What follows belongs to an exercise in optimizing a design on an open flow for small area, a short achievable clock period and few clock cycles; a production flow would make more cautious choices.
Function was checked by simulation only, so behaviour that the tests miss may differ from the original.
Power and IR drop assume default switching activity.

## design/flow/config.mk

```make
export PLATFORM = sky130hd
export DESIGN_NAME = top
export DESIGN_NICKNAME = top
export VERILOG_FILES = /design/flow/design.v
export SDC_FILE = /design/flow/constraint.sdc
export NUM_CORES = 4
export LEC_CHECK = 0
export CAP_MARGIN = 20
export CORE_MARGIN = 2
export CORE_UTILIZATION = 40
export PLACE_DENSITY = 0.6
export SLEW_MARGIN = 20
```

## design/flow/constraint.sdc

```tcl
create_clock -name core_clock -period 10.0 [get_ports {clk}]
set_input_delay 2.0000 -clock core_clock [delete_from_list [all_inputs] [get_ports {clk}]]
set_output_delay 2.0000 -clock core_clock [all_outputs]
set_load 0.01 [all_outputs]
```

## design/flow/design.v

```verilog
module mux #(
    DATA_WIDTH = 32
) (
    input   logic [DATA_WIDTH-1:0]  in0,
    input   logic [DATA_WIDTH-1:0]  in1,
    input   logic                   sel,
    output  logic [DATA_WIDTH-1:0]  out
);
    assign out = sel ? in1 : in0;
endmodule
module  mux4 #(
    parameter   DATA_WIDTH = 32
) (
    input logic [DATA_WIDTH - 1: 0]     in0,
    input logic [DATA_WIDTH - 1: 0]     in1,
    input logic [DATA_WIDTH - 1: 0]     in2,
    input logic [DATA_WIDTH - 1: 0]     in3,
    input logic [1:0]                   sel,
    output logic [DATA_WIDTH - 1: 0]    out 
);
logic [DATA_WIDTH - 1: 0] mux0_out;
logic [DATA_WIDTH - 1: 0] mux1_out;
mux mux0(
    .in0    (in0),
    .in1    (in1),
    .sel    (sel[0]),
    .out    (mux0_out)
);
mux mux1(
    .in0    (in2),
    .in1    (in3),
    .sel    (sel[0]),
    .out    (mux1_out)
);
mux muxMSB(
    .in0    (mux0_out),
    .in1    (mux1_out),
    .sel    (sel[1]),
    .out    (out)
);
endmodule
module Adder(
    input logic [31:0]                in0,
    input logic [31:0]                in1,
    output logic[31:0]                out 
);
always_comb begin
    out = in0 + in1;
end
endmodule
module PCreg (
    input logic [31:0]          next_PC,         
    input logic                 rst,             
    input logic                 clk,             
    input logic                 stall_in,
    output logic [31:0]         PC               
);
logic [31:0] sreg;                               
logic hold;                                      
always_ff @(posedge clk or posedge rst)
    if (rst) begin
        sreg <= 32'b0;                         
        hold <= 1'b1;                          
    end
    else if (hold) begin
        sreg <= 32'b0;                           
        hold <= 1'b0;                      
    end
    else if (!stall_in)
        sreg <= next_PC;                       
assign PC = sreg;                                
endmodule
module ff1 (
    input logic             clk,
    input logic [31:0]      InstrF,
    input logic [31:0]      PCF,
    input logic [31:0]      inc_PCF,
    input logic             stall_in,
    output logic [31:0]     InstrD,
    output logic [31:0]     PCD,
    output logic [31:0]     inc_PCD
);
always_ff @ (posedge clk)
    begin
        if (!stall_in) begin
            InstrD <= InstrF; 
            PCD <= PCF;
            inc_PCD <= inc_PCF;
        end
    end
endmodule
module fetch (
    input logic             clk,
    input logic             rst,
    input logic             PCSrc,
    input logic [31:0]      PCTarget,
    input logic             stall_in,
    input logic             Flush,
    output logic [31:0]     imem_addr,
    input logic [31:0]      imem_rdata,
    output logic [31:0]     InstrD,
    output logic [31:0]     PCD,
    output logic [31:0]     inc_PCD
);
wire [31:0]         PCNext;
wire [31:0]         PC;
wire [31:0]         inc_PC;
wire [31:0]         InstrF;
wire [31:0]         Instr;
mux PC_mux(
    .in0        (inc_PC),
    .in1        (PCTarget),
    .sel        (PCSrc),
    .out        (PCNext)
);
PCreg PCreg(
    .next_PC    (PCNext),
    .rst        (rst),
    .clk        (clk),
    .stall_in   (stall_in),
    .PC         (PC)
);
Adder PC_inc_adder(
    .in0        (PC),
    .in1        (32'h0004),
    .out        (inc_PC)
);
assign imem_addr = PC;
assign InstrF = imem_rdata;
mux FLush_mux(
    .in0        (InstrF),
    .in1        (32'h0013),    
    .sel        (Flush),
    .out        (Instr)
);
ff1 FD_FF(
    .clk        (clk),
    .InstrF     (Instr),
    .PCF        (PC),
    .inc_PCF    (inc_PC),
    .stall_in   (stall_in),
    .InstrD     (InstrD),
    .PCD        (PCD),
    .inc_PCD    (inc_PCD)
);
endmodule
module CU (
    input logic [2:0]       funct3,
    input logic [6:0]       op,
    input logic             funct7_5,
    input logic             Flush,
    input logic             stall_in,
    output logic [2:0]      ImmSrc,
    output logic            MemWrite,
    output logic            RegWrite,
    output logic [3:0]      ALUctrl,
    output logic            ALUSrcA,
    output logic            ALUSrcB,
    output logic [1:0]      ResultSrc,
    output logic            Branch,
    output logic            Jump
);
always_comb begin
    ImmSrc = 3'b000;
    ResultSrc = 2'b00;
    ALUSrcA = 1'b0;
    ALUSrcB = 1'b0;
    ALUctrl = 4'b0000;
    RegWrite = 1'b0;
    MemWrite = 1'b0;
    Branch = 1'b0;
    Jump = 1'b0;
    if (!Flush) begin
        case(op)
            7'b0110011: begin
                if (!stall_in)
                    RegWrite = 1'b1;
                case(funct3)
                    3'b000: begin
                        ALUctrl = funct7_5 ? 4'b0001 : 4'b0000;
                    end
                    3'b100: begin
                        ALUctrl = 4'b0100;
                    end
                    3'b110: begin
                        ALUctrl = 4'b0011;
                    end
                    3'b111: begin
                        ALUctrl = 4'b0010;
                    end
                    3'b001: begin
                        ALUctrl = 4'b0101;
                    end
                    3'b101: begin
                        ALUctrl = funct7_5 ? 4'b0111 : 4'b0110;  
                    end
                    3'b010: begin
                        ALUctrl = 4'b1001;
                    end
                    3'b011: begin
                        ALUctrl = 4'b1010;
                        ImmSrc = 3'b001;
                    end
                endcase
            end
            7'b0010011: begin
                if (!stall_in)
                    RegWrite = 1'b1;
                ALUSrcB = 1'b1;
                case(funct3)
                    3'b000: begin
                        ALUctrl = 4'b0000;
                    end
                    3'b100: begin
                        ALUctrl = 4'b0100;
                    end
                    3'b110: begin
                        ALUctrl = 4'b0011;
                    end
                    3'b111: begin
                        ALUctrl = 4'b0010;
                    end
                    3'b001: begin
                        if (~funct7_5) begin
                            ALUctrl = 4'b0101;
                            ImmSrc = 3'b001;
                        end
                    end
                    3'b101: begin
                        ALUctrl = funct7_5 ? 4'b1000 : 4'b0110;
                        ImmSrc = 3'b001;
                    end
                    3'b010: begin
                        ALUctrl = 4'b1001;
                    end
                    3'b011: begin
                        ALUctrl = 4'b1010;
                    end
                endcase
            end
            7'b0000011: begin
                if (!stall_in)
                    RegWrite = 1'b1;
                ALUctrl = 4'b0000;
                ALUSrcB = 1'b1;
                if (!stall_in)
                    ResultSrc = 2'b01;   
            end
            7'b0100011: begin
                if (!stall_in)
                    MemWrite = 1'b1;
                ALUctrl = 4'b0000;
                ALUSrcB = 1'b1;
                ImmSrc = 3'b010;
            end
            7'b0110111: begin
                if (!stall_in)
                    RegWrite = 1'b1;
                ALUctrl = 4'b1011;
                ALUSrcB = 1'b1;
                ImmSrc = 3'b100;
            end
            7'b0010111: begin
                if (!stall_in)
                    RegWrite = 1'b1;
                ALUSrcA = 1'b1;
                ALUSrcB = 1'b1;
                ImmSrc = 3'b100;
                ALUctrl = 4'b0000;       
            end
            7'b1101111: begin
                if (!stall_in)
                    RegWrite = 1'b1;
                ALUSrcA = 1'b1;
                ALUSrcB = 1'b1;
                ImmSrc = 3'b101;
                ResultSrc = 2'b10;
                if (!stall_in)
                    Jump = 1'b1;
            end
            7'b1100111: begin
                if (!stall_in) begin
                    RegWrite = 1'b1;
                    Jump = 1'b1;
                end
                ALUSrcA = 1'b0;
                ALUSrcB = 1'b1;
                ResultSrc = 2'b10;
            end
            7'b1100011: begin
                if (!stall_in)
                    Branch = 1'b1;
                ALUSrcA = 1'b1;
                ALUSrcB = 1'b1;
                ImmSrc = 3'b011;
            end
        endcase
    end
end
endmodule
module regfile #(
    parameter ADDR_WIDTH = 5,           
    DATA_WIDTH = 32
)(
    input logic                     clk,
    input logic [ADDR_WIDTH-1:0]    A1,
    input logic [ADDR_WIDTH-1:0]    A2,
    input logic [ADDR_WIDTH-1:0]    A3,
    input logic                     WE3,  
    input logic [DATA_WIDTH-1:0]    WD3,
    output logic [DATA_WIDTH-1:0]   RD1,
    output logic [DATA_WIDTH-1:0]   RD2,
    output logic [DATA_WIDTH-1:0]   a0
);
logic [DATA_WIDTH-1:0] regfile_array [2**ADDR_WIDTH-1:1];
always_comb begin
        if (A1 == 5'b00000)
            RD1 = '0;
        else if (WE3 && A3 == A1)
            RD1 = WD3;
        else
            RD1 = regfile_array[A1];
        if (A2 == 5'b00000)
            RD2 = '0;
        else if (WE3 && A3 == A2)
            RD2 = WD3;
        else
            RD2 = regfile_array[A2];
        a0 = regfile_array[5'b01010];
    end
always_ff @(posedge clk)
    begin
        if(WE3 == 1'b1 && A3 != 5'b00000)
            regfile_array[A3] <= WD3;
    end
endmodule
module sign_ext (
    input   logic [31:7]      Instr,
    input   logic [2:0]       ImmSrc,
    output  logic [31:0]      ImmExt
);
always_comb begin
    case (ImmSrc)
        3'b000: ImmExt = {{20{Instr[31]}}, Instr[31:20]};
        3'b001: ImmExt = {{20{1'b0}}, Instr[31:20]};
        3'b010: ImmExt = {{20{Instr[31]}}, Instr[31:25], Instr[11:7]};
        3'b011: ImmExt = {{20{Instr[31]}}, Instr[7], Instr[30:25], Instr[11:8], 1'b0};
        3'b100: ImmExt = {Instr[31:12], {12{1'b0}}};
        3'b101: ImmExt = {{11{Instr[31]}}, Instr[31], Instr[19:12], Instr[20], Instr[30:21], 1'b0};
        default: begin
            ImmExt = 32'b0;
        end
    endcase
end
endmodule
module ff2 (
    input logic             clk,
    input logic             rst,
    input logic             JumpD,
    input logic             BranchD,
    input logic             RegWriteD,
    input logic [1:0]       ResultSrcD,
    input logic             MemWriteD,
    input logic [3:0]       ALUCtrlD,
    input logic             ALUSrcAD,
    input logic             ALUSrcBD,
    input logic [31:0]      RD1D,
    input logic [31:0]      RD2D,
    input logic [31:0]      ImmExtD,
    input logic [31:0]      PCD,
    input logic [2:0]       funct3D,
    input logic [4:0]       RdD,
    input logic [4:0]       Rs1D,
    input logic [4:0]       Rs2D,
    input logic [31:0]      inc_PCD,
    input logic             stall_cache,
    output logic             JumpE,
    output logic             BranchE,
    output logic             RegWriteE,
    output logic [1:0]       ResultSrcE,
    output logic             MemWriteE,
    output logic [3:0]       ALUCtrlE,
    output logic             ALUSrcAE,
    output logic             ALUSrcBE,
    output logic [31:0]      RD1E,
    output logic [31:0]      RD2E,
    output logic [31:0]      ImmExtE,
    output logic [31:0]      PCE,
    output logic [2:0]       funct3E,
    output logic [4:0]       RdE,
    output logic [4:0]       Rs1E,
    output logic [4:0]       Rs2E,
    output logic [31:0]      inc_PCE
);
always_ff @(posedge clk or posedge rst) begin
    if (rst) begin
        JumpE <= 1'b0;
        BranchE <= 1'b0;
        RegWriteE <= 1'b0;
        ResultSrcE <= 2'b00;
        MemWriteE <= 1'b0;
    end
    else if (!stall_cache) begin
        JumpE <= JumpD;
        BranchE <= BranchD;
        RegWriteE <= RegWriteD; 
        ResultSrcE <= ResultSrcD;
        MemWriteE <= MemWriteD;
    end
end
always_ff @(posedge clk) begin
    if (!stall_cache) begin
        ALUCtrlE <= ALUCtrlD;
        ALUSrcAE <= ALUSrcAD;
        ALUSrcBE <= ALUSrcBD;
        RD1E <= RD1D;
        RD2E <= RD2D;
        ImmExtE <= ImmExtD;
        PCE <= PCD;
        funct3E <= funct3D;
        RdE <= RdD;
        Rs1E <= Rs1D;
        Rs2E <= Rs2D;
        inc_PCE <= inc_PCD;
    end
end
endmodule
module decode (
    input logic                 clk,
    input logic                 rst,
    input logic [31:0]          InstrD,
    input logic [31:0]          PCD,
    input logic [31:0]          inc_PCD,
    input logic                 RegWriteW,
    input logic [4:0]           RdW,
    input logic [31:0]          ResultW,
    input logic                 Flush,
    input logic                 stall_in,
    input logic                 stall_cache,
    output logic                JumpE,
    output logic                BranchE,
    output logic                RegWriteE,
    output logic [1:0]          ResultSrcE,
    output logic                MemWriteE,
    output logic [3:0]          ALUCtrlE,
    output logic                ALUSrcAE,
    output logic                ALUSrcBE,
    output logic [31:0]         RD1E,
    output logic [31:0]         RD2E,
    output logic [31:0]         ImmExtE,
    output logic [31:0]         PCE,
    output logic [2:0]          funct3E,
    output logic [4:0]          RdE,
    output logic [4:0]          Rs1D,
    output logic [4:0]          Rs2D,
    output logic [4:0]          Rs1E,
    output logic [4:0]          Rs2E,
    output logic [31:0]         inc_PCE,
    output logic [31:0]         a0
);
wire                JumpD;
wire                BranchD;
wire                RegWriteD;
wire [1:0]          ResultSrcD;
wire                MemWriteD;
wire [3:0]          ALUCtrlD;
wire                ALUSrcAD;
wire                ALUSrcBD;
wire [31:0]         RD1D;
wire [31:0]         RD2D;
wire [31:0]         ImmExtD;
wire [2:0]          ImmSrc;
assign Rs1D = InstrD[19:15];
assign Rs2D = InstrD[24:20];
CU control_unit(
    .funct3         (InstrD[14:12]),
    .op             (InstrD[6:0]),
    .funct7_5       (InstrD[30]),
    .Flush          (Flush),
    .stall_in       (stall_in),
    .ImmSrc         (ImmSrc),
    .MemWrite       (MemWriteD),
    .RegWrite       (RegWriteD),
    .ALUctrl        (ALUCtrlD),
    .ALUSrcA        (ALUSrcAD),
    .ALUSrcB        (ALUSrcBD),
    .ResultSrc      (ResultSrcD),
    .Branch         (BranchD),
    .Jump           (JumpD)
);
regfile RegFile(
    .clk            (clk),
    .A1             (InstrD[19:15]),
    .A2             (InstrD[24:20]),
    .A3             (RdW),
    .WE3            (RegWriteW),
    .WD3            (ResultW),
    .RD1            (RD1D),
    .RD2            (RD2D),
    .a0             (a0)
);
sign_ext signext(
    .Instr          (InstrD[31:7]),
    .ImmSrc         (ImmSrc),
    .ImmExt         (ImmExtD)
);
ff2 DE_FF(
    .clk            (clk),
    .rst            (rst),
    .JumpD          (JumpD),
    .BranchD        (BranchD),
    .RegWriteD      (RegWriteD),
    .ResultSrcD     (ResultSrcD),
    .MemWriteD      (MemWriteD),
    .ALUCtrlD       (ALUCtrlD),
    .ALUSrcAD       (ALUSrcAD),
    .ALUSrcBD       (ALUSrcBD),
    .RD1D           (RD1D),
    .RD2D           (RD2D),
    .ImmExtD        (ImmExtD),
    .PCD            (PCD),
    .funct3D        (InstrD[14:12]),
    .RdD            (InstrD[11:7]),
    .Rs1D           (InstrD[19:15]),
    .Rs2D           (InstrD[24:20]),
    .inc_PCD        (inc_PCD),
    .stall_cache    (stall_cache),
    .JumpE          (JumpE),
    .BranchE        (BranchE),
    .RegWriteE      (RegWriteE),
    .ResultSrcE     (ResultSrcE),
    .MemWriteE      (MemWriteE),
    .ALUCtrlE       (ALUCtrlE),
    .ALUSrcAE       (ALUSrcAE),
    .ALUSrcBE       (ALUSrcBE),
    .RD1E           (RD1E),
    .RD2E           (RD2E),
    .ImmExtE        (ImmExtE),
    .PCE            (PCE),
    .funct3E        (funct3E),
    .RdE            (RdE),
    .Rs1E           (Rs1E),
    .Rs2E           (Rs2E),
    .inc_PCE        (inc_PCE)
);
endmodule
module ALU #(
    DATA_WIDTH = 32
) (
    input logic     [DATA_WIDTH-1:0]    ALUop1,
    input logic     [DATA_WIDTH-1:0]    ALUop2,
    input logic     [3:0]               ALUctrl,
    output logic    [DATA_WIDTH-1:0]    ALUout   
);
always_comb begin
    case(ALUctrl)
        4'b0000: ALUout = ALUop1 + ALUop2;           
        4'b0001: ALUout = ALUop1 - ALUop2;           
        4'b0010: ALUout = ALUop1 & ALUop2;           
        4'b0011: ALUout = ALUop1 | ALUop2;           
        4'b0100: ALUout = ALUop1 ^ ALUop2;           
        4'b0101: ALUout = ALUop1 << ALUop2[4:0];        
        4'b0110: ALUout = ALUop1 >> ALUop2[4:0];        
        4'b0111: ALUout = $signed(ALUop1) >>> ALUop2[4:0];       
        4'b1000: ALUout = $signed(ALUop1) >>> ALUop2[4:0];     
        4'b1001: ALUout = ($signed(ALUop1) < $signed(ALUop2)) ? 32'd1 : 32'd0;  
        4'b1010: ALUout = (ALUop1 < ALUop2) ? 32'd1 : 32'd0;  
        4'b1011: ALUout = ALUop2;
        default: begin
            ALUout = 32'b0;
        end
    endcase
end
endmodule
module Comparator(
    input logic [31:0]      rs1,
    input logic [31:0]      rs2,
    input logic [2:0]       funct3,
    output logic            Relation     
);
always_comb begin
    case (funct3)
        3'b000: Relation = (rs1 == rs2);
        3'b001: Relation = ~(rs1 == rs2);
        3'b100: Relation = ($signed(rs1) < $signed(rs2));
        3'b101: Relation = ~($signed(rs1) < $signed(rs2));
        3'b110: Relation = (rs1 < rs2);
        3'b111: Relation = ~(rs1 < rs2);
        default: Relation = 0;
    endcase
end
endmodule
module ff3 (
    input logic             clk,
    input logic             rst,
    input logic             RegWriteE,
    input logic [1:0]       ResultSrcE,
    input logic             MemWriteE,
    input logic [31:0]      ALUoutE,
    input logic [2:0]       funct3E,
    input logic [4:0]       RdE,
    input logic [31:0]      Rd2E,
    input logic [31:0]      inc_PCE,
    input logic             stall_cache,
    output logic            RegWriteM,
    output logic [1:0]      ResultSrcM,
    output logic            MemWriteM,
    output logic [31:0]     ALUoutM,
    output logic [2:0]      funct3M,
    output logic [31:0]     Rd2M,
    output logic [4:0]      RdM,
    output logic [31:0]     inc_PCM
);
always_ff @ (posedge clk or posedge rst) begin
    if (rst) begin
        RegWriteM <= 1'b0;
        ResultSrcM <= 2'b00;
        MemWriteM <= 1'b0;
    end
    else if (!stall_cache) begin
        RegWriteM <= RegWriteE;
        ResultSrcM <= ResultSrcE;
        MemWriteM <= MemWriteE;
    end
end
always_ff @ (posedge clk) begin
    if (!stall_cache) begin
        ALUoutM <= ALUoutE;
        funct3M <= funct3E;
        RdM <= RdE;
        Rd2M <= Rd2E;
        inc_PCM <= inc_PCE;
    end
end
endmodule
module execute (
    input logic             clk,
    input logic             rst,
    input logic             JumpE,
    input logic             BranchE,
    input logic             RegWriteE,
    input logic [1:0]       ResultSrcE,
    input logic             MemWriteE,
    input logic [3:0]       ALUCtrlE,
    input logic             ALUSrcAE,
    input logic             ALUSrcBE,
    input logic [31:0]      RD1E,
    input logic [31:0]      RD2E,
    input logic [31:0]      ImmExtE,
    input logic [31:0]      PCE,
    input logic [2:0]       funct3E,
    input logic [4:0]       RdE,
    input logic [31:0]      inc_PCE,
    input logic [1:0]       ForwardA,
    input logic [1:0]       ForwardB,
    input logic [31:0]      ResultW,
    input logic [31:0]      ALUoutM_i,
    input logic             stall_cache,
    output logic [31:0]     PCTarget,
    output logic            PCSrc,
    output logic            RegWriteM,
    output logic [1:0]      ResultSrcM,
    output logic            MemWriteM,
    output logic [31:0]     ALUoutM_o,
    output logic [2:0]      funct3M,
    output logic [4:0]      RdM,
    output logic [31:0]     Rd2M,
    output logic [31:0]     inc_PCM
);
logic                       Relation;
wire [31:0]                 SrcA;
wire [31:0]                 SrcB;
wire [31:0]                 ALUoutE;
logic [31:0]                Rd1;
logic [31:0]                Rd2;
mux4 ForwardA_mux(
    .in0                    (RD1E),
    .in1                    (ResultW),
    .in2                    (ALUoutM_i),
    .in3                    (32'd0000),
    .sel                    (ForwardA),
    .out                    (Rd1)
);
mux4 ForwardB_mux(
    .in0                    (RD2E),
    .in1                    (ResultW),
    .in2                    (ALUoutM_i),
    .in3                    (32'd0000),
    .sel                    (ForwardB),
    .out                    (Rd2)
);
mux SrcA_mux(
    .in0                    (Rd1),
    .in1                    (PCE),
    .sel                    (ALUSrcAE),
    .out                    (SrcA)
);
mux SrcB_mux(
    .in0                    (Rd2),
    .in1                    (ImmExtE),
    .sel                    (ALUSrcBE),
    .out                    (SrcB)
);
Comparator comparator_unit(
    .rs1                    (Rd1),
    .rs2                    (Rd2),
    .funct3                 (funct3E),
    .Relation               (Relation)
);
ALU ALU_unit(
    .ALUop1                 (SrcA),
    .ALUop2                 (SrcB),
    .ALUctrl                (ALUCtrlE),
    .ALUout                 (ALUoutE)
);
ff3 EM_FF(
    .clk                    (clk),
    .rst                    (rst),
    .RegWriteE              (RegWriteE),
    .ResultSrcE             (ResultSrcE),
    .MemWriteE              (MemWriteE),
    .ALUoutE                (ALUoutE),
    .funct3E                (funct3E),
    .RdE                    (RdE),
    .Rd2E                   (Rd2),
    .inc_PCE                (inc_PCE),
    .stall_cache            (stall_cache),
    .RegWriteM              (RegWriteM),
    .ResultSrcM             (ResultSrcM),
    .MemWriteM              (MemWriteM),
    .ALUoutM                (ALUoutM_o),
    .funct3M                (funct3M),
    .RdM                    (RdM),
    .Rd2M                   (Rd2M),
    .inc_PCM                (inc_PCM)
);
assign PCSrc = (BranchE & Relation) | JumpE;
assign PCTarget = ALUoutE;
endmodule
module setascache #(
    parameter DATA_WIDTH = 32
) (
    input logic clk,
    input logic rst,
    input logic WE,                   
    input logic [DATA_WIDTH-1:0] RD,   
    input logic ready,                
    input logic [DATA_WIDTH-1:0] WD,  
    input logic [DATA_WIDTH-1:0] A,   
    input logic Read,
    input logic [2:0] funct3,         
    output logic stall_cache,               
    output logic hit,                 
    output logic fetch,               
    output logic writeback,           
    output logic [DATA_WIDTH-1:0] WB_DATA,   
    output logic [DATA_WIDTH-1:0] WB_addr,
    output logic [DATA_WIDTH-1:0] DATA_OUT   
);
    logic [3:0] U;
    logic [3:0] ValidityBit0, ValidityBit1;
    logic [3:0] DB0, DB1;     
    logic [27:0] tag0 [4];
    logic [27:0] tag1 [4];
    logic [DATA_WIDTH-1:0] data0 [4];
    logic [DATA_WIDTH-1:0] data1 [4];
    logic [27:0] tag;
    logic [1:0] set;
    logic [DATA_WIDTH-1:0] Data;
    logic way_hit;
    logic fill;
    always_comb begin
        tag = A[31:4];   
        set = A[3:2];    
    end
    assign fetch = !hit && (Read || WE);
    assign fill = fetch && ready;
    always_comb begin
        hit = 0;
        way_hit = 0;
        stall_cache = 0;
        writeback = 0;
        WB_DATA = '0;
        WB_addr = '0;
        DATA_OUT = '0;
        Data = '0;
        if (ValidityBit0[set] && (tag0[set] == tag)) begin
            hit = 1;
            Data = data0[set];
            way_hit = 0;  
        end 
        else if (ValidityBit1[set] && (tag1[set] == tag)) begin
            hit = 1;
            Data = data1[set];
            way_hit = 1;  
        end 
        else if (Read || WE) begin
            hit = 0;
            stall_cache = 1;   
            if (U[set] == 0) begin
                if (DB0[set]) begin
                    writeback = 1;
                    WB_addr = {tag0[set], set, 2'b00};
                    WB_DATA = data0[set];
                end
            end else begin
                if (DB1[set]) begin
                    writeback = 1;
                    WB_addr = {tag1[set], set, 2'b00};
                    WB_DATA = data1[set];
                end
            end
        end
        if (Read && hit) begin
                case (funct3)
                    3'b000: begin                                            
                        case (A[1:0])
                            2'b00: DATA_OUT = {{24{Data[7]}}, Data[7:0]};
                            2'b01: DATA_OUT = {{24{Data[15]}}, Data[15:8]};
                            2'b10: DATA_OUT = {{24{Data[23]}}, Data[23:16]};
                            2'b11: DATA_OUT = {{24{Data[31]}}, Data[31:24]};      
                        endcase
                    end 
                    3'b001: begin                                            
                        if (A[1]) begin
                            DATA_OUT = {{16{Data[31]}}, Data[31:16]};
                        end 
                        else begin
                            DATA_OUT = {{16{Data[15]}}, Data[15:0]};
                        end
                    end          
                    3'b010: DATA_OUT = Data;                                 
                    3'b100: begin                                            
                        case (A[1:0])
                            2'b00: DATA_OUT = {{24{1'b0}}, Data[7:0]};
                            2'b01: DATA_OUT = {{24{1'b0}}, Data[15:8]};
                            2'b10: DATA_OUT = {{24{1'b0}}, Data[23:16]};
                            2'b11: DATA_OUT = {{24{1'b0}}, Data[31:24]};      
                        endcase
                    end
                    3'b101: begin                                            
                        if (A[1]) begin
                            DATA_OUT = {{16{1'b0}}, Data[31:16]};
                        end 
                        else begin
                            DATA_OUT = {{16{1'b0}}, Data[15:0]};
                        end
                    end           
                    default: DATA_OUT = 32'b0;                         
                endcase
            end
    end
    always_ff @(posedge clk or posedge rst) begin
        if (rst) begin
            U <= '0;
            ValidityBit0 <= '0;
            ValidityBit1 <= '0;
            DB0 <= '0;
            DB1 <= '0;
            for (int i = 0; i < 4; i++) begin
                tag0[i] <= '0;
                tag1[i] <= '0;
            end
        end 
        else begin
            if (hit) begin
                U[set] <= !(way_hit);
            end 
            if (hit && WE) begin
                if (way_hit == 0) begin 
                    DB0[set] <= 1;  
                    U[set] <= 1;
                end else begin
                    DB1[set] <= 1;  
                    U[set] <= 0;
                end
            end
            if (fill) begin  
                if (U[set] == 0) begin
                    DB0[set] <= 0;           
                    ValidityBit0[set] <= 1;
                    tag0[set] <= tag;
                    U[set] <= 1;             
                end 
                else begin
                    DB1[set] <= 0;           
                    ValidityBit1[set] <= 1;
                    tag1[set] <= tag;
                    U[set] <= 0;             
                end
            end
        end
    end
    always_ff @(posedge clk) begin
        if (hit && WE) begin  
            if (way_hit == 0) begin 
                case (funct3)
                    3'b000: begin  
                        case (A[1:0])
                            2'b00: data0[set][7:0] <= WD[7:0];
                            2'b01: data0[set][15:8] <= WD[7:0];
                            2'b10: data0[set][23:16] <= WD[7:0];
                            2'b11: data0[set][31:24] <= WD[7:0];       
                        endcase
                    end
                    3'b001: begin
                        if (A[1]) begin
                            data0[set][31:16] <= WD[15:0];     
                        end
                        else begin
                            data0[set][15:0] <= WD[15:0];
                        end
                    end
                    3'b010: data0[set] <= WD;                 
                    default: ;
                endcase
            end else begin
                case (funct3)
                    3'b000: begin  
                        case (A[1:0])
                            2'b00: data1[set][7:0] <= WD[7:0];
                            2'b01: data1[set][15:8] <= WD[7:0];
                            2'b10: data1[set][23:16] <= WD[7:0];
                            2'b11: data1[set][31:24] <= WD[7:0];       
                        endcase
                    end
                    3'b001: begin
                        if (A[1]) begin
                            data1[set][31:16] <= WD[15:0];     
                        end
                        else begin
                            data1[set][15:0] <= WD[15:0];
                        end
                    end
                    3'b010: data1[set] <= WD;                 
                    default: ;
                endcase
            end
        end
        if (fill) begin
            if (U[set] == 0)
                data0[set] <= RD;  
            else
                data1[set] <= RD;
        end
    end
endmodule
module ff4 (
    input logic                     clk,
    input logic                     rst,
    input logic                     RegWriteM,
    input logic [1:0]               ResultSrcM,
    input logic [31:0]              ALUoutM,
    input logic [31:0]              ReadDataM,  
    input logic [4:0]               RdM,
    input logic [31:0]              inc_PCM,
    input logic                     stall_cache,
    output logic                    RegWriteW,
    output logic [1:0]              ResultSrcW,
    output logic [31:0]             ALUoutW,
    output logic [31:0]             ReadDataW,
    output logic [4:0]              RdW,
    output logic [31:0]             inc_PCW
);
always_ff @ (posedge clk or posedge rst)
    begin
        if (rst) begin
            RegWriteW <= 1'b0;
        end
        else if (!stall_cache) begin
            RegWriteW <= RegWriteM;
        end
    end
always_ff @ (posedge clk)
    begin
        if (!stall_cache) begin
            ResultSrcW <= ResultSrcM;
            ALUoutW <= ALUoutM;
            ReadDataW <= ReadDataM;
            RdW <= RdM;
            inc_PCW <= inc_PCM;
        end
    end
endmodule
module memory(
    input logic                 clk, 
    input logic                 rst,
    input logic                 RegWriteM, 
    input logic [1:0]           ResultSrcM, 
    input logic                 MemWriteM, 
    input logic [31:0]          ALUoutM_i, 
    input logic [31:0]          Rd2M, 
    input logic [2:0]           funct3M, 
    input logic [4:0]           RdM, 
    input logic [31:0]          inc_PCM,  
    output logic                dmem_req,
    output logic [31:0]         dmem_addr,
    input logic [31:0]          dmem_rdata,
    input logic                 dmem_ready,
    output logic                dmem_we,
    output logic [31:0]         dmem_waddr,
    output logic [31:0]         dmem_wdata,
    output logic                RegWriteW, 
    output logic [1:0]          ResultSrcW, 
    output logic [31:0]         ALUoutW, 
    output logic [31:0]         ReadDataW,  
    output logic [4:0]          RdW, 
    output logic [31:0]         inc_PCW, 
    output logic                stall_cache
);
logic [31:0]            ReadDataM;
wire                    fetch;
wire                    writeback;
wire  [31:0]            WB_addr;
wire  [31:0]            WB_DATA;
assign dmem_req   = fetch;
assign dmem_addr  = {ALUoutM_i[31:2], 2'b00};
assign dmem_we    = writeback;
assign dmem_waddr = WB_addr;
assign dmem_wdata = WB_DATA;
ff4 MW_FF(
    .clk                        (clk),
    .rst                        (rst),
    .RegWriteM                  (RegWriteM),
    .ResultSrcM                 (ResultSrcM),
    .ALUoutM                    (ALUoutM_i),
    .ReadDataM                  (ReadDataM),
    .RdM                        (RdM),
    .inc_PCM                    (inc_PCM),
    .stall_cache                (stall_cache),
    .RegWriteW                  (RegWriteW),
    .ResultSrcW                 (ResultSrcW),
    .ALUoutW                    (ALUoutW),
    .ReadDataW                  (ReadDataW),
    .RdW                        (RdW),
    .inc_PCW                    (inc_PCW)
);
setascache two_way_cache (
    .clk                        (clk),
    .WE                         (MemWriteM),
    .RD                         (dmem_rdata),
    .ready                      (dmem_ready),
    .fetch                      (fetch),        
    .A                          (ALUoutM_i),
    .WD                         (Rd2M),
    .rst                        (rst),
    .funct3                     (funct3M),
    .Read                       (ResultSrcM[0]),
    .stall_cache                (stall_cache),
    .hit                        (),    
    .DATA_OUT                   (ReadDataM),
    .WB_DATA                    (WB_DATA),
    .WB_addr                    (WB_addr),
    .writeback                  (writeback)                    
);
endmodule
module writeback(
    input logic [1:0]               ResultSrcW,
    input logic [31:0]              ALUoutW,
    input logic [31:0]              ReadDataW,
    input logic [31:0]              inc_PCW,
    output logic [31:0]             ResultW
);
mux4 Result_mux(
    .in0                            (ALUoutW),
    .in1                            (ReadDataW),
    .in2                            (inc_PCW),
    .in3                            (32'h0000),
    .sel                            (ResultSrcW),
    .out                            (ResultW)
);
endmodule
module hazard_unit( 
    input logic             rst,
    input logic [4:0]       Rs1D,            
    input logic [4:0]       Rs2D,            
    input logic [4:0]       Rs1E,            
    input logic [4:0]       Rs2E,            
    input logic [4:0]       RdE,             
    input logic [4:0]       RdM,             
    input logic [4:0]       RdW,             
    input logic             RegWriteM,       
    input logic             RegWriteW,
    input logic             LoadE,           
    input logic             PCSrc,           
    output logic [1:0]      ForwardA,       
    output logic [1:0]      ForwardB,        
    output logic            Stall,           
    output logic            Flush            
);
always_comb begin
    Stall = 1'b0;
    Flush = (PCSrc || rst) ? 1'b1: 1'b0;  
    ForwardA = 2'b00;
    ForwardB = 2'b00;
    if (RegWriteM && (RdM == Rs1E) && (Rs1E != 5'b00000)) begin
        ForwardA = 2'b10;  
    end
    else if (RegWriteW && (RdW == Rs1E) && (Rs1E != 5'b00000)) begin
        ForwardA = 2'b01;  
    end
    if(RegWriteM && (RdM == Rs2E) && (Rs2E != 5'b00000)) begin
        ForwardB = 2'b10;  
    end
    else if (RegWriteW && (RdW == Rs2E) && (Rs2E != 5'b00000)) begin
        ForwardB = 2'b01;  
    end
    if(LoadE && ((RdE == Rs1D) || (RdE == Rs2D)))
        Stall = 1'b1;
end
endmodule
module top(
    input   logic           clk,
    input   logic           rst,
    output  logic [31:0]    imem_addr,
    input   logic [31:0]    imem_rdata,
    output  logic           dmem_req,
    output  logic [31:0]    dmem_addr,
    input   logic [31:0]    dmem_rdata,
    input   logic           dmem_ready,
    output  logic           dmem_we,
    output  logic [31:0]    dmem_waddr,
    output  logic [31:0]    dmem_wdata,
    output  logic [31:0]    a0
);
wire                        PCSrc;
wire [4:0]                  RdW;
wire                        RegWriteW;
wire [31:0]                 ResultW;
wire [31:0]                 PCTarget;
wire                        Stall;
wire                        Flush;
wire [1:0]                  ForwardA;
wire [1:0]                  ForwardB;
wire [4:0]                  Rs1D;
wire [4:0]                  Rs2D;
wire [4:0]                  Rs1E;
wire [4:0]                  Rs2E;
wire [31:0]                 InstrD;
wire [31:0]                 PCD;
wire [31:0]                 inc_PCD;
wire                        JumpE;
wire                        BranchE;
wire                        RegWriteE;
wire [1:0]                  ResultSrcE;
wire                        MemWriteE;
wire [3:0]                  ALUCtrlE;
wire                        ALUSrcAE;
wire                        ALUSrcBE;
wire [31:0]                 RD1E;
wire [31:0]                 RD2E;
wire [31:0]                 ImmExtE;
wire [31:0]                 PCE;
wire [2:0]                  funct3E;
wire [4:0]                  RdE;
wire [31:0]                 inc_PCE;
wire                        RegWriteM;
wire [1:0]                  ResultSrcM;
wire                        MemWriteM;
wire [31:0]                 ALUoutM;
wire [31:0]                 Rd2M;
wire [2:0]                  funct3M;
wire [4:0]                  RdM;
wire [31:0]                 inc_PCM;
wire [1:0]                  ResultSrcW;
wire [31:0]                 ALUoutW;
wire [31:0]                 ReadDataW;
wire [31:0]                 inc_PCW;
wire                        stall_in;
wire                        stall_cache;
assign stall_in = (stall_cache || Stall);
fetch fetch(
    .clk                    (clk),
    .rst                    (rst),
    .PCSrc                  (PCSrc),
    .PCTarget               (PCTarget),
    .stall_in               (stall_in),
    .Flush                  (Flush),
    .imem_addr              (imem_addr),
    .imem_rdata             (imem_rdata),
    .InstrD                 (InstrD),
    .PCD                    (PCD),
    .inc_PCD                (inc_PCD)
);
decode decode(
    .clk                    (clk),
    .rst                    (rst),
    .InstrD                 (InstrD),
    .PCD                    (PCD),
    .inc_PCD                (inc_PCD),
    .RegWriteW              (RegWriteW),
    .RdW                    (RdW),
    .ResultW                (ResultW),
    .stall_in               (stall_in),
    .stall_cache            (stall_cache),
    .Flush                  (Flush),
    .JumpE                  (JumpE),
    .BranchE                (BranchE),
    .RegWriteE              (RegWriteE),
    .ResultSrcE             (ResultSrcE),
    .MemWriteE              (MemWriteE),
    .ALUCtrlE               (ALUCtrlE),
    .ALUSrcAE               (ALUSrcAE),
    .ALUSrcBE               (ALUSrcBE),
    .RD1E                   (RD1E),
    .RD2E                   (RD2E),
    .ImmExtE                (ImmExtE),
    .PCE                    (PCE),
    .funct3E                (funct3E),
    .Rs1D                   (Rs1D),
    .Rs2D                   (Rs2D),
    .Rs1E                   (Rs1E),
    .Rs2E                   (Rs2E),
    .RdE                    (RdE),
    .inc_PCE                (inc_PCE),
    .a0                     (a0)
);
execute exectue(
    .clk                    (clk),
    .rst                    (rst),
    .JumpE                  (JumpE),
    .BranchE                (BranchE),
    .RegWriteE              (RegWriteE),
    .ResultSrcE             (ResultSrcE),
    .MemWriteE              (MemWriteE),
    .ALUCtrlE               (ALUCtrlE),
    .ALUSrcAE               (ALUSrcAE),
    .ALUSrcBE               (ALUSrcBE),
    .RD1E                   (RD1E),
    .RD2E                   (RD2E),
    .ImmExtE                (ImmExtE),
    .PCE                    (PCE),
    .funct3E                (funct3E),
    .RdE                    (RdE),
    .inc_PCE                (inc_PCE),
    .ForwardA               (ForwardA),
    .ForwardB               (ForwardB),
    .ResultW                (ResultW),
    .ALUoutM_i              (ALUoutM),
    .stall_cache            (stall_cache),
    .PCTarget               (PCTarget),
    .PCSrc                  (PCSrc),
    .RegWriteM              (RegWriteM),
    .ResultSrcM             (ResultSrcM),
    .MemWriteM              (MemWriteM),
    .ALUoutM_o              (ALUoutM),
    .funct3M                (funct3M),
    .Rd2M                   (Rd2M),
    .RdM                    (RdM),
    .inc_PCM                (inc_PCM)
);
memory memory(
    .clk                    (clk),
    .RegWriteM              (RegWriteM),
    .ResultSrcM             (ResultSrcM),
    .MemWriteM              (MemWriteM),
    .ALUoutM_i              (ALUoutM),
    .Rd2M                   (Rd2M),
    .funct3M                (funct3M),
    .RdM                    (RdM),
    .inc_PCM                (inc_PCM),
    .dmem_req               (dmem_req),
    .dmem_addr              (dmem_addr),
    .dmem_rdata             (dmem_rdata),
    .dmem_ready             (dmem_ready),
    .dmem_we                (dmem_we),
    .dmem_waddr             (dmem_waddr),
    .dmem_wdata             (dmem_wdata),
    .RegWriteW              (RegWriteW),
    .ResultSrcW             (ResultSrcW),
    .ALUoutW                (ALUoutW),
    .ReadDataW              (ReadDataW),
    .RdW                    (RdW),
    .inc_PCW                (inc_PCW),
    .stall_cache            (stall_cache),
    .rst                    (rst)
);
writeback writeback(
    .ResultSrcW             (ResultSrcW),
    .ALUoutW                (ALUoutW),
    .ReadDataW              (ReadDataW),
    .inc_PCW                (inc_PCW),
    .ResultW                (ResultW)
);
hazard_unit hazard_unit(
    .rst                    (rst),
    .Rs1D                   (Rs1D),
    .Rs2D                   (Rs2D),
    .Rs1E                   (Rs1E),
    .Rs2E                   (Rs2E),
    .RdE                    (RdE),
    .RdM                    (RdM),
    .RdW                    (RdW),
    .RegWriteM              (RegWriteM),
    .RegWriteW              (RegWriteW),
    .LoadE                  (ResultSrcE[0]),
    .PCSrc                  (PCSrc),
    .ForwardA               (ForwardA),
    .ForwardB               (ForwardB),
    .Stall                  (Stall),
    .Flush                  (Flush)
);
endmodule
```

## design/flow/run.sh

```bash
#!/bin/bash
# synth_recipe.tcl (not shown) runs the flow's synth.tcl, then flattens the netlist and writes it again
# the make line also repeats each setting of config.mk as NAME=value (left out here)
make -C /OpenROAD-flow-scripts/flow DESIGN_CONFIG=/design/flow/config.mk WORK_HOME=/design/flow/orfs CLKGATE_MAP_FILE= SYNTH_SCRIPT=/design/flow/synth_recipe.tcl finish
```

==> impl_metrics.tcl <==
set metrics [dict create \
    routed_wl_um 385000 \
    clk_latency_ns 0.90 \
    ys_ff_latch 2021 \
    vias 71700 \
    post-cts-setup-buffer-count 0 \
    cts.htree.levels 4 \
    instances_no_fill 11200 \
    antenna_found_initial 21 \
    synth_common_cells "edfxtp_1 (1731), nand2_1 (756), mux4_2 (520), mux2i_1 (477), nor2_1 (440)" \
    holdBufCountCts 0 \
    setup_tns_ns 0 \
    synth_area_leaders "edfxtp_1 (51%), mux4_2 (11%), dfrtp_1 (7.0%)" \
    dpl_cell_area_mm2 0.109 \
    post-route-cell-area_mm2 0.116 \
    powerDensity_mw_per_mm2 154 \
    dieArea_mm2 0.260 \
    fin_crit_sh 0.817 \
    crit_type "flop to output pin" \
    cts_resized 0 \
    yosysTopAreaCell "edfxtp_1" \
    hold_violations 0 \
    wl_per_cell_um 34.5 \
    grt_first_pass_wirelength_um 539000 \
    worstSetupEndpointType "output pin" \
    critPathRequiredTime_ns 8.00 \
    hpwl_um 256000 \
    worstPathArrival_ns 6.17 \
    setup_viol 0 \
    max_freq_mhz 122 \
    fin_worst_skew_ns 0.0613 \
    cts_buffers 214 \
    worstMarginPinSlew_ns 1.17 \
    cap_violations 0 \
    rows 185 \
    start_util 0.402 \
    p_leak_nw 40.1 \
    coreArea_mm2 0.254 \
    drive_gt1_frac 0.194 \
    globalRoute.totalOverflow 0 \
    hold_class "flop to flop" \
    nets 7802 \
    grt_max_degree 146 \
    grt_use_total 0.292 \
    cp-startpoint "exectue.EM_FF.ALUoutM[3]" \
    synth_ff_type "edfxtp_1" \
    synth_edf_count 1731 \
    syn2layout_area_growth_pct 13.7 \
    r2r-end "fetch.PCreg.sreg[0]" \
    syn_inst 7523 \
    firstDrtPassIters 7 \
    n_fill_cell 22400 \
    vdd_ir_drop_max_v 0.000155 \
    slew_viol_final 0 \
    gp_congestion 0.985 \
    synthesis.area_mm2 0.102 \
    ys_seq_area_frac 0.579 \
    r2r_cells 21 \
    yosysMostFrequentCell "edfxtp_1" \
    path_clk_slew_ns 0.06 \
    grt_pass1_vias 69100 \
    ant_nets 0 \
    status "no timing/DRC/antenna violations" \
    hold_slack_ns 0.382 \
    r2r_setup_slack_ns 2.48 \
    fp.dieW_um 509 \
    start_kind "flop" \
    synth_top_area_frac 0.509 \
    drt_iter0_markers 10000 \
    critPathMaxFanout 51 \
    fin_crit_ns 8.17 \
    endpoint "dmem_waddr[3]" \
    yosysWarnings 15 \
    syn_area_per_cell_um2 13.6 \
    dp.cells 10700 \
    avgViaCountPerCell 6.43 \
    port_buffers 224 \
    drc 0 \
    cts_sinks 2021 \
    die_h_um 509 \
    synthArstFlopShare 0.143 \
    cts_root_buf "clkbuf_16" \
    crit-reg2reg-launch "memory.MW_FF.ResultSrcW[1]" \
    maxSlewHeadroom 0.196 \
    rsz0062_at_grt "false" \
    io-pin-count 229 \
    cts_tree "yes" \
    yosysUniqueCellTypes 101 \
    cts_buffer_depth 3 \
]
==> per-layer routing <==
metal / vias to the layer above / routed length [um] / GRT usage
met1: 37200 / 151000 / 0.394
met3: 792 / 37600 / 0.0598
met4: 8 / 19900 / 0.134
met5: - / 55 / 0
li1: 29400 / - / -
met2: 4356 / 177000 / 0.453
==> how the worst min path moves through the flow <==
stage	start	endpoint	slack (ns)	cells past startpoint
2_1_floorplan	fetch.FD_FF.PCD[0]	decode.DE_FF.PCE[0]	0.40	0
3_3_place_gp	exectue.EM_FF.inc_PCM[14]	memory.MW_FF.inc_PCW[14]	0.40	0
3_5_place_dp	fetch.FD_FF.PCD[9]	decode.DE_FF.PCE[9]	0.40	0
4_1_cts	exectue.EM_FF.inc_PCM[20]	memory.MW_FF.inc_PCW[20]	0.37	0
5_1_grt	fetch.FD_FF.PCD[7]	decode.DE_FF.PCE[7]	0.38	0
6_report	exectue.EM_FF.inc_PCM[20]	memory.MW_FF.inc_PCW[20]	0.38	0
==> critical path, stage by stage (launching register included) <==
cell	delay, ns
edfxtp_1	0.69
inv_1	0.32
ha_4	0.75
buf_4	0.49
buf_4	0.23
mux2i_1	0.29
xnor2_1	0.13
nand4_1	0.21
nor4_1	0.09
nand2_1	0.17
nor3b_4	0.28
o21ai_4	0.09
o21bai_4	0.29
buf_12	0.24
nor2_1	0.32
clkdlybuf4s50_1	0.61
==> sequential cells by signal (all words and copies together), names as in the netlist, 112 cells and up, named ones only <==
signal	cells
memory.two_way_cache.tag0	112
decode.RegFile.regfile_array	992
memory.two_way_cache.data0	128
memory.two_way_cache.tag1	112
memory.two_way_cache.data1	128
==> stage by stage <==
| stage | setup slack [ns] | power (mW) | utilization |
|---|---|---|---|
| 2_1_floorplan | 0.662 | 9.54 | - |
| 3_3_place_gp | 2.77 | 9.68 | 0.427 |
| 3_5_place_dp | 2.64 | 9.69 | 0.428 |
| 4_1_cts | 1.69 | 18.0 | 0.457 |
| 5_1_grt | 1.54 | 18.4 | 0.457 |
| 6_report | 1.83 | 17.9 | 0.457 |
==> cell usage in the layout (no fill, tap or decap), types with 36 or more instances in the layout <==
master and instances:
a21o_1 43, o22ai_1 56, ha_1 130, a22oi_1 69, edfxtp_1 1731, inv_1 207
nor3_1 98, a211oi_1 56, o21ai_0 276, and2_1 44, clkinv_1 40, o221ai_1 68
dfrtp_1 287, nand2_1 756, mux4_2 520, and3_1 50, a221oi_1 64, mux2i_1 477
clkdlybuf4s50_1 224, a22o_1 42, clkinv_2 43, mux2_2 227, nand3_1 76, a21oi_1 391
nor2b_1 37, buf_4 221, xnor2_1 102, nor2_1 400, clkbuf_16 214, a222oi_1 65
nor2_4 36
==> layout make-up <==
type | count | area, um2 | area share
clock buffers | 245 | 5480 | 0.0472
inverters | 216 | 826 | 0.00711
flip-flops and latches | 2021 | 59200 | 0.510
multi-input cells | 4685 | 40300 | 0.346
clock inverters | 154 | 1960 | 0.0169
repair buffers | 461 | 4200 | 0.0361
diodes | 14 | 35.0 | 0.000301
well taps | 3366 | 4210 | 0.0362
==> report_power, final <==
| group | internal [mW] | switching (mW) | total, mW |
|---|---|---|---|
| clock | 4.85 | 3.57 | 8.42 |
| combinational | 0.145 | 0.195 | 0.341 |
| sequential | 9.14 | 0.0407 | 9.18 |
| total | 14.1 | 3.80 | 17.9 |
==> logic make-up after synthesis <==
kind of cell,after synthesis,synth area share
compound gates,1470,0.0974
other cells,1,0.0000367
fa+ha+maj,136,0.0168
xor+xnor,127,0.0109
mux,1236,0.188
simple gates,1711,0.0746
buf+inv,821,0.0329
flops,2021,0.579
Testbench counts, summed over its fixed seeds: cycles 94,057.

## separate check: timing with driven ports
The flow's constraints put no driver on any port. The routed layout listed below was extracted and timed again, unchanged, in two steps. Step 1 sets driving cells, clkbuf_16 on the clock port and buf_2 on the other inputs (assumed; they add their load-dependent delay and slew). Step 2, shift: input delay + t, output delay - t, t = (earliest + latest rising clock arrival at the registers) / 2. This alone moves slack from input paths to output paths. Three values: no drivers, after step 1, after step 2; two values: the first two.
t (ns): 0.955
slack for setup (ns): 1.828 / 1.745 / 2.478
slew at the worst register clock pin (ns): 0.07 / 0.07
After both steps setup and hold are still met in this run. For this run, drivers alone change the setup slack by -0.083 ns; drivers and shift together by +0.650 ns.
